Context: an optimization exercise on an open-source flow, tuned for small area and a short achievable clock period. The choices shown serve that exercise and are no tape-out recipe.
In this exercise RTL edits were held to simulation tests only and were not proved equivalent to the original.
Power and IR drop assume default switching activity.

==> inputs of try-umber <==
// computing_core
module computing_core(
    input clk,
    input reset,
    input [31:0] data_kernel,
    input [31:0] data_in_0,
    output [31:0] data_out_0,
    output en,
    output reg done
    );
==> flow/config.mk <==
export PLATFORM = sky130hd
export DESIGN_NAME = computing_core
export DESIGN_NICKNAME = computing_core
export VERILOG_FILES = /design/flow/design.v
export SDC_FILE = /design/flow/constraint.sdc
export NUM_CORES = 4
export LEC_CHECK = 0
export ABC_CLOCK_PERIOD_IN_PS = 2500
export CAP_MARGIN = 20
export CORE_MARGIN = 2
export CORE_UTILIZATION = 65
export CTS_CLUSTER_DIAMETER = 80
export CTS_CLUSTER_SIZE = 30
export SETUP_SLACK_MARGIN = 5
export SLEW_MARGIN = 20
==> flow/constraint.sdc <==
create_clock -name core_clock -period 8.0 [get_ports {clk}]
set_input_delay 1.6000 -clock core_clock [delete_from_list [all_inputs] [get_ports {clk}]]
set_output_delay 1.6000 -clock core_clock [all_outputs]
set_load 0.01 [all_outputs]
standard.sh (not shown) runs the stock make flow with config.mk's settings and CLKGATE_MAP_FILE= SYNTH_SCRIPT=/design/flow/synth_recipe.tcl, a recipe that flattens the netlist after the stock synthesis.
==> flow/flow/run.sh <==
#!/bin/bash
# Own flow: the standard layout with these changes to how the layout is made:
#  - after the standard synthesis, flow/faopt.py re-chooses the polarity of the
#    full-adder cells (a full adder is self-dual) to drop most of the inverters
#    Yosys's extract_fa leaves between them; registers and other cells are kept;
#  - the port buffers are plain buffers (buf_2) instead of the delay cells
#    buffer_ports picks by default;
#  - timing repair aims at a tighter setup margin.
# Each step's full output goes to a log file in the work folder.
set -uo pipefail
R=orfs/results/sky130hd/computing_core/base
bash standard.sh synth > synth.log 2>&1 || { tail -n 50 synth.log; exit 1; }
cp $R/1_2_yosys.v $R/1_2_yosys_standard.v
python3 flow/faopt.py $R/1_2_yosys_standard.v $R/1_2_yosys.v > faopt.log 2>&1 || { tail -n 20 faopt.log; exit 1; }
rm -f $R/1_synth.odb $R/1_synth.sdc
bash standard.sh "BUFFER_PORTS_ARGS=-buffer_cell sky130_fd_sc_hd__buf_2" SETUP_SLACK_MARGIN=5.2 finish > layout.log 2>&1 || { tail -n 50 layout.log; exit 1; }
Other scripts of this flow, unchanged in this note and not shown: flow/flow/faopt.py
==> try-juniper (differences from try-umber) <==
--- a/flow/flow/run.sh
+++ b/flow/flow/run.sh
@@ -13,4 +13,4 @@
 cp $R/1_2_yosys.v $R/1_2_yosys_standard.v
 python3 flow/faopt.py $R/1_2_yosys_standard.v $R/1_2_yosys.v > faopt.log 2>&1 || { tail -n 20 faopt.log; exit 1; }
 rm -f $R/1_synth.odb $R/1_synth.sdc
-bash standard.sh "BUFFER_PORTS_ARGS=-buffer_cell sky130_fd_sc_hd__buf_2" SETUP_SLACK_MARGIN=5.2 finish > layout.log 2>&1 || { tail -n 50 layout.log; exit 1; }
+bash standard.sh "BUFFER_PORTS_ARGS=-buffer_cell sky130_fd_sc_hd__buf_2" SETUP_SLACK_MARGIN=5.35 finish > layout.log 2>&1 || { tail -n 50 layout.log; exit 1; }
==> notes <==
Between try-umber and try-juniper, the lower clock power is in try-umber (gap about 7%, measured against try-juniper).
Hold slack is about the same in try-juniper and try-umber.
Flip-flop and latch count is the same in try-juniper and try-umber.
Via count: try-juniper is higher than try-umber (6.2%).
Cell count: try-umber is smaller than try-juniper (3.0%).
In synthesized cell count, try-umber and try-juniper do not differ.
In sequential power, try-umber and try-juniper hardly differ.
Of try-juniper and try-umber, try-umber has the higher clock-buffer cell count (gap 1).
Die area is the same in try-juniper and try-umber.
try-umber completed without violations. try-juniper went through all stages and came out clean.
In maximum frequency, try-umber and try-juniper hardly differ.

==> cedar: inputs <==
Starting RTL as in the previous note.
Settings: LEC_CHECK=0, ABC_CLOCK_PERIOD_IN_PS=2500, CAP_MARGIN=20, CORE_MARGIN=2, CORE_UTILIZATION=65, CTS_CLUSTER_DIAMETER=80, CTS_CLUSTER_SIZE=30, SETUP_SLACK_MARGIN=5, SLEW_MARGIN=20; clock period 8.0 ns.
==> flow/flow/run.sh <==
#!/bin/bash
# Own flow: the standard layout with these changes to how the layout is made:
#  - after the standard synthesis, flow/faopt.py re-chooses the polarity of the
#    full-adder cells (a full adder is self-dual) to drop most of the inverters
#    Yosys's extract_fa leaves between them; registers and other cells are kept;
#  - the port buffers are plain buffers (buf_2) instead of the delay cells
#    buffer_ports picks by default;
#  - timing repair aims at a tighter setup margin.
# Each step's full output goes to a log file in the work folder.
set -uo pipefail
R=orfs/results/sky130hd/computing_core/base
bash standard.sh synth > synth.log 2>&1 || { tail -n 50 synth.log; exit 1; }
cp $R/1_2_yosys.v $R/1_2_yosys_standard.v
python3 flow/faopt.py $R/1_2_yosys_standard.v $R/1_2_yosys.v > faopt.log 2>&1 || { tail -n 20 faopt.log; exit 1; }
rm -f $R/1_synth.odb $R/1_synth.sdc
bash standard.sh "BUFFER_PORTS_ARGS=-buffer_cell sky130_fd_sc_hd__buf_2" SETUP_SLACK_MARGIN=5.2 "CTS_ARGS=-sink_clustering_enable -repair_clock_nets -sink_clustering_size 30 -sink_clustering_max_diameter 80 -dont_use_dummy_load" finish > layout.log 2>&1 || { tail -n 50 layout.log; exit 1; }
Other scripts of this flow, unchanged in this note and not shown: flow/flow/faopt.py
==> nickel: changes against cedar <==
--- a/flow/flow/run.sh
+++ b/flow/flow/run.sh
@@ -14,3 +14,3 @@
 python3 flow/faopt.py $R/1_2_yosys_standard.v $R/1_2_yosys.v > faopt.log 2>&1 || { tail -n 20 faopt.log; exit 1; }
 rm -f $R/1_synth.odb $R/1_synth.sdc
-bash standard.sh "BUFFER_PORTS_ARGS=-buffer_cell sky130_fd_sc_hd__buf_2" SETUP_SLACK_MARGIN=5.2 "CTS_ARGS=-sink_clustering_enable -repair_clock_nets -sink_clustering_size 30 -sink_clustering_max_diameter 80 -dont_use_dummy_load" finish > layout.log 2>&1 || { tail -n 50 layout.log; exit 1; }
+bash standard.sh "BUFFER_PORTS_ARGS=-buffer_cell sky130_fd_sc_hd__buf_2" SETUP_SLACK_MARGIN=5.2 finish > layout.log 2>&1 || { tail -n 50 layout.log; exit 1; }
--- a/flow/config.mk
+++ b/flow/config.mk
@@ -12,4 +12,5 @@
 export CTS_CLUSTER_DIAMETER = 80
 export CTS_CLUSTER_SIZE = 30
+export PLACE_DENSITY = 0.75
 export SETUP_SLACK_MARGIN = 5
 export SLEW_MARGIN = 20
==> raven: changes against cedar <==
--- a/flow/flow/run.sh
+++ b/flow/flow/run.sh
@@ -14,3 +14,3 @@
 python3 flow/faopt.py $R/1_2_yosys_standard.v $R/1_2_yosys.v > faopt.log 2>&1 || { tail -n 20 faopt.log; exit 1; }
 rm -f $R/1_synth.odb $R/1_synth.sdc
-bash standard.sh "BUFFER_PORTS_ARGS=-buffer_cell sky130_fd_sc_hd__buf_2" SETUP_SLACK_MARGIN=5.2 "CTS_ARGS=-sink_clustering_enable -repair_clock_nets -sink_clustering_size 30 -sink_clustering_max_diameter 80 -dont_use_dummy_load" finish > layout.log 2>&1 || { tail -n 50 layout.log; exit 1; }
+bash standard.sh "BUFFER_PORTS_ARGS=-buffer_cell sky130_fd_sc_hd__buf_2" SETUP_SLACK_MARGIN=5.25 finish > layout.log 2>&1 || { tail -n 50 layout.log; exit 1; }
==> qor summary <==
quantity	nickel	raven	cedar
Number of buffers and inverters on the critical path	1	2	2
Routed length on met3	5.63 mm	5.97 mm	6.29 mm
Gpl congestion	0.879	0.943	0.921
R2r setup slk	5.18 ns	5.20 ns	5.24 ns
Clock network fraction of design power	17.5%	18.2%	15.5%
Most used cell, CP	sky130_fd_sc_hd__fa_1	sky130_fd_sc_hd__fa_1	-
Clk latency of the worst-skew pair	0.61 ns	0.61 ns	0.63 ns
Internal Pwr Total	6150 µW	6230 µW	6030 µW
Part of the total power dissipated in combinational logic	43.0%	43.1%	44.1%
Critical Path AT	3.31 ns	3.29 ns	1.16 ns
Start point of the critical path	kr0[19]	b_one[3]	en_b
Maximum clock frequency	354 MHz	357 MHz	363 MHz
Ant diodes	1	2	3
Detailed-route wire length per cell	23.5 µm	24.3 µm	24.6 µm
Status	timing/DRC/antenna clean	timing/DRC/antenna clean	timing/DRC/antenna clean

## afterwards: timing with drivers on the ports
Ports are ideal in the flow. The routed layouts listed here were re-timed in OpenROAD.
Step 1: set_driving_cell puts a clkbuf_16 on clk and a buf_2 on each other input, an assumption about the parent block.
Step 2 moves the port delays by t, midway between the first and last clock arrival at a register: inputs arrive t later, outputs are due t later. That takes back most of the time a late clock gives input paths.
Three values: ideal, step 1, step 2; two values: the first two.
| run | t (ns) | slack for setup (ns) | latest minus earliest clock arrival (ns) | worst register clock-pin slew, ns |
|---|---|---|---|---|
| try-umber | 0.643 | 5.236 / 5.215 / 5.149 | 0.043 / 0.043 | 0.11 / 0.11 |
| try-juniper | 0.689 | 5.231 / 5.174 / 5.057 | 0.034 / 0.033 | 0.11 / 0.11 |
| cedar | 0.632 | 5.245 / 5.190 / 5.155 | 0.099 / 0.100 | 0.11 / 0.11 |
| nickel | 0.653 | 5.179 / 5.179 / 5.095 | 0.040 / 0.041 | 0.11 / 0.11 |
| raven | 0.649 | 5.200 / 5.200 / 4.908 | 0.036 / 0.035 | 0.11 / 0.11 |
After both steps setup and hold are still met in every run listed. The setup slack of raven, which loses most, moves by 0.000 ns with the drivers and by -0.292 ns with both steps.
